What follows belongs to an exercise in optimizing a design on an open flow for small area; a production flow would make more cautious choices. Function was checked by simulation only, so behaviour that the tests miss may differ from the original. Power figures rest on the tool's default switching activity, not on a simulated workload.

## flow/design.v (module list and top-level ports; edited modules follow where they fit)
// module Graficos: 202 lines
// module s_fn: 2797 lines
// module t1_fn: 949 lines
// module t2_fn: 1811 lines
// module img_fn: 6 lines
// module n_fn: 629 lines
// module pair_enc: 61 lines
// module pair_dec: 64 lines
// module ctl_fn: 288 lines
module Graficos(
    input [1:0] Contador_pos_f,
    input [1:0] Contador_pos_h,
    input [1:0] Contador_pos_cr,
    input bit_alarma,
    input [23:0] ALARMA,
    input [7:0] DIR_DATO,
    input [3:0] POSICION,
    input READ,
    input P_FECHA,
    input P_HORA,
    input P_CRONO,
    input reloj,
    input resetM,
    output reg H_Syncreg,
    output reg V_Syncreg,
    output [3:0] R,
    output [3:0] G,
    output [3:0] B
    );
  // ...
==> flow/flow/run.sh <==
#!/bin/bash
# Layout flow: the standard flow (standard.sh) with three changes:
#  - synthesis maps the logic with an area-oriented ABC script (flow/abc_area.script, used
#    through ABC_AREA=1) in place of ORFS's abc_area.script; registers are untouched;
#  - input and output ports are buffered with the smallest buffer, sky130_fd_sc_hd__buf_1;
#  - clock tree synthesis inserts no dummy loads.
# The full output of the flow goes to standard.log.
set -e
SD=$PWD/orfs_scripts
rm -rf "$SD"
cp -r "$FLOW_HOME/scripts" "$SD"
cp flow/abc_area.script "$SD/abc_area.script"
export SCRIPTS_DIR="$SD"
export BUFFER_PORTS_ARGS="-buffer_cell sky130_fd_sc_hd__buf_1"
export CTS_ARGS="-sink_clustering_enable -repair_clock_nets -dont_use_dummy_load"
bash standard.sh > standard.log 2>&1
==> flow/flow/abc_area.script <==
strash
&get -n
&dch -f
&nf -p -F 10 -A 4 -R 1000
&put
==> flow/standard.sh <==
#!/bin/bash
# synth_recipe.tcl (not shown) runs the flow's synth.tcl, then flattens the netlist and writes it again
# the make line also repeats each setting of config.mk as NAME=value (left out here)
make -C /OpenROAD-flow-scripts/flow DESIGN_CONFIG=/design/flow/config.mk WORK_HOME=/design/flow/orfs CLKGATE_MAP_FILE= SYNTH_SCRIPT=/design/flow/synth_recipe.tcl "${@:-finish}"
==> flow/config.mk <==
export PLATFORM = sky130hd
export DESIGN_NAME = Graficos
export DESIGN_NICKNAME = Graficos
export VERILOG_FILES = /design/flow/design.v
export SDC_FILE = /design/flow/constraint.sdc
export NUM_CORES = 4
export LEC_CHECK = 0
export ABC_AREA = 1
export CAP_MARGIN = 20
export CORE_MARGIN = 2
export CORE_UTILIZATION = 30
export PLACE_DENSITY = 0.5
export SLEW_MARGIN = 20
export SYNTH_MEMORY_MAX_BITS = 262144
==> flow/constraint.sdc <==
create_clock -name core_clock -period 10.0 [get_ports {reloj}]
set_input_delay 2.0000 -clock core_clock [delete_from_list [all_inputs] [get_ports {reloj}]]
set_output_delay 2.0000 -clock core_clock [all_outputs]
set_load 0.01 [all_outputs]
==> flow_summary.toml, run 1 <==
[worst_setup_path]
worst_path_largest_cell_delay_ps = 770
path_max_fanout = 17
required_ps = 10380
cp.arrival_ps = 9160
crit_family = "compound AO/OA/AOI/OAI gates"

[timing]
timing.fmax_ghz = 0.114

[die]
core_region_area_sq_um = 55100

[pwr]
p_sw_share_pct = 25.0
powerComb_uw = 139

[logic_synthesis]
synth_area_leaders = "edfxtp_1, a21oi_1, dfxtp_1"
yosysTopAreaCell = "edfxtp_1"
synth_top_family_by_area = "compound AO/OA/AOI/OAI gates"
async_flop_share_pct = 0
postSynthAreaPerCell_sq_um = 7.06
yosysMostFrequentCell = "nand2_1"
netlist_instances = 2364
synthXorXnorAreaFrac_pct = 0.945

[finish]
final_cell_mix = "nand2_1, nor2_1, a21oi_1"
largest-register = "cnt"
seq_area_sq_um = 4190
area_growth_pct = 15.2
final-clk-cell-share_pct = 2.21

[detailed_routing]
vias = 23600
drc = 0

[cts]
cts_buffer_depth = 2

[place]
placedCellCount = 3288
io_buffer_count = 62

[grt]
grt_pass1_wl_microns = 159000

[hold_path]
worstHoldStart = "g2[0]$_DFF_P_"

[run_status]
status = "finished clean"
==> inputs of run 2 (changes only) <==
--- a/flow/config.mk
+++ b/flow/config.mk
@@ -9,6 +9,8 @@
 export CAP_MARGIN = 20
 export CORE_MARGIN = 2
 export CORE_UTILIZATION = 30
+export GPL_TIMING_DRIVEN = 0
 export PLACE_DENSITY = 0.5
+export SETUP_SLACK_MARGIN = 0.3
 export SLEW_MARGIN = 20
 export SYNTH_MEMORY_MAX_BITS = 262144
==> run 2 against run 1 <==
  * Cell count fell by 2.4%
  * Fmax fell by 6.3%
  * Non-clock buffer count fell by 82
  * Sequential share of layout area rose by 0.39 points
  * Setup slack got worse by 590 ps
  * Critical endpoint unchanged
  * Clock-buffer cell count did not move
  * Final area fell by 0.99%
  * Critical path type unchanged
  * Area after synthesis did not move
  * Largest cell class unchanged
  * Critical path depth rose by 4
  * Worst hold slack improved by 11 ps
  * Die area did not move
  * Combinational power fell by 6%
==> flow_summary.toml, run 2 <==
[cts]
cts_tree = "built"
root_buffer = "clkbuf_16"
clock_latency_ps = 430
cts_hold_buffers = 0
cts_buffers = 17
cts.sinks = 161
path_clk_slew_ps = 70
cts_buffer_depth = 2
cts-htree-levels = 4

[grt]
grt_busiest_layer = "met2"
grt_pass1_wl_microns = 152000
grtUsageMet1_pct = 44.4
grt_use_met2_pct = 55.5
grt_pass1_vias = 21500
overflow = 0
grt_max_degree = 59
grtUsageMet3_pct = 8.51
grtUsageTotal_pct = 35.9
antenna_found_initial = 5

[pwr]
p_leak_uw = 0.00616
power_uw = 1410
p_int_uw = 1080
switching_power_uw = 333
p_comb_share_pct = 9.3
power_frac_seq_pct = 53.9
ir_drop_uv = 137
power_frac_clock_pct = 36.8
p_sw_share_pct = 23.6
p_per_area_nw_per_um2 = 74.2

[logic_synthesis]
synth_common_cells = "nand2_1, nor2_1, a21oi_1"
ys_types = 72
synth_top_area_share_pct = 17.1
synth_area_leaders = "edfxtp_1, a21oi_1, dfxtp_1"
yosysTopAreaCell = "edfxtp_1"
ys.flop_type = "edfxtp_1"
synth_edf_count = 95
ys_warn_count = 1
netlist_instances = 2364
yosysSeqAreaShare_pct = 25.0
postSynthAreaPerCell_sq_um = 7.06
syn_area_sq_um = 16700
syn-num-nets = 2459
synth-seq-cells = 161
yosysMostFrequentCell = "nand2_1"
async_flop_share_pct = 0

[place]
placed_cell_area_sq_um = 18500
io_buffer_count = 62
dpl.hpwl_microns = 74400
place_congestion = 1.04
placedCellCount = 3201

[finish]
fillers = 6038
layout_commonest_cell = "nand2_1"
largest-register = "cnt"
area_growth_pct = 14.1
nNetsFinal = 2573
final_cells = 3226
fin_area_sq_um = 19000
reg.largest.list = "cnt: 20 flops, Qh: 10 flops, Qv: 10 flops"
final_cell_mix = "nand2_1, nor2_1, a21oi_1"
final_core_util_pct = 34.6
drive_above_1_share_pct = 4.56
largest_register_ffs = 20

[detailed_routing]
drc = 0
vias = 22600
wl_per_cell_microns = 32.8
drt_iter0_markers = 3419
wl_microns = 106000
drtPass1Iterations = 7
ant_nets = 0
vias_per_cell = 7.02

[timing]
rsz0062_at_grt = "false"
slew_headroom_pct = 14.0
skew_ps = 22.3
min_period_ps = 9360
min_period_over_period_pct = 93.6
drv_slew = 0
setup_violations = 0
final_hold_viol_count = 0
worstMarginPinSlew_ps = 1280
timing.fmax_ghz = 0.107

[die]
die_x_microns = 240
fp.dieH_microns = 240
core_region_area_sq_um = 55100
ios = 63
die_area_sq_um = 57500
initial_core_util_pct = 30.3
num_rows = 86

[hold_path]
worstHoldPathType = "reg2reg"
hold_depth = 0

[worst_setup_path]
cp.arrival_ps = 9700
path_max_fanout = 24
required_ps = 10340
worst_path_largest_cell_delay_ps = 640
crit_type = "reg2reg"
cp-end-kind = "flop"
cpMaxStageDelayCell = "dfxtp_4"
reg2regPathDepth = 35
crit_path_frequent_cell = "a21oi_1"
worst_setup_path_start_kind = "flop"

[run_status]
status = "finished clean"

[job]
max-cap-violations = 0
run 2: cell count changes in the layout (fill, tap and decap cells not counted), sizes merged:
cell | before | now
buf | 182 | 102
clkinvlp | 0 | 1
inv | 0 | 1
clkbuf | 19 | 17
clkinv | 53 | 51
diode | 1 | 2
run 2: worst paths after layout:
path | start | endpoint | slack (ps)
max | Qh[3]$_SDFFE_PP0P_ | color[1]$_SDFFE_PP0P_ | 640
min | g1[0]$_SDFF_PP0_ | g2[0]$_DFF_P_ | 330
max reg2reg | Qh[3]$_SDFFE_PP0P_ | color[1]$_SDFFE_PP0P_ | 640
min reg2reg | g1[0]$_SDFF_PP0_ | g2[0]$_DFF_P_ | 330
run 2: critical path, delay by kind of cell, from the launching register on:
kind,cells,cell delay [ps]
AOI/OAI and AO/OA,17,4550
DFF,1,640
adders and majority gates,1,490
xor gates and xnor gates,2,420
buffers and inverters,1,390
and+or+nand+nor,14,2740
run 2: metrics by stage:
step	setup TNS (ps)	setup slack [ps]	hold slack (ps)
3_5_place_dp	-1700	-758	318
5_1_grt	0	396	332
4_1_cts	0	381	330
2_1_floorplan	0	1830	310
6_report	0	636	329
3_3_place_gp	-12670	-4370	316
run 2: routing by layer:
layer	wire length, microns	up-vias
met1	39900	10700
met4	8420	2
li1	-	9495
met3	12300	543
met5	10	-
met2	45200	1892
run 2: area by class of cell:
cell class	instances	area (sq um)	share of cell area, %
Sequential cell	161	4220	22.2
Timing Repair Buffer	95	782	4.11
Inverter	53	215	1.13
Buffer	7	48.8	0.256
Clock buffer	17	425	2.23
Antenna cell	2	5.00	0.0263
Multi-Input combinational cell	2143	12400	65.2
Tap cell	748	936	4.91
run 2: kinds of logic after synthesis:
logic type | share of synthesized area, %
AOI/OAI and AO/OA | 37.0
buffers and inverters | 1.48
xor gates and xnor gates | 0.945
muxes | 2.34
and+or+nand+nor | 29.7
adders and majority gates | 3.51
DFF | 25.0
run 2: power by group through the flow:
stage / sequential, uW / combinational (uW) / clock [uW]
global placement: 782 / 118 / 0
detailed placement: 777 / 127 / 0
finish: 762 / 131 / 520
floorplan: 775 / 67.5 / 0
CTS: 763 / 127 / 528
global route: 766 / 141 / 549
run 2: repair_timing:
item / CTS / global route
setup buffers: 0 / 4
setup endpoints to repair: 3 / 3
resized for setup: 6 / 13

-- afterwards: timing with drivers on the ports --
No port has a modelled driver above. Below, the same layouts with a new extraction and two added sets of constraints. Step 1 assumes that a clkbuf_16 drives the clock port and a buf_2 every other input. Step 2 moves the port delays by t, midway between the first and last clock arrival at a register: inputs arrive t later, outputs are due t later. That takes back most of the time a late clock gives input paths. Slacks: ideal ports / drivers / drivers and shift; pairs: ideal ports / drivers.
| run | shift t [ns] | setup WS [ns] | hold slack, ns | worst setup path at the end | worst data-port slew with drivers (ns) |
|---|---|---|---|---|---|
| run 1 | 0.526 | 1.229 / 1.229 / 1.229 | 0.318 / 0.318 / 0.318 | register to register | 0.04 |
| run 2 | 0.479 | 0.636 / 0.636 / 0.636 | 0.329 / 0.329 / 0.329 | register to register | 0.03 |
After both steps setup and hold are still met in every run listed.
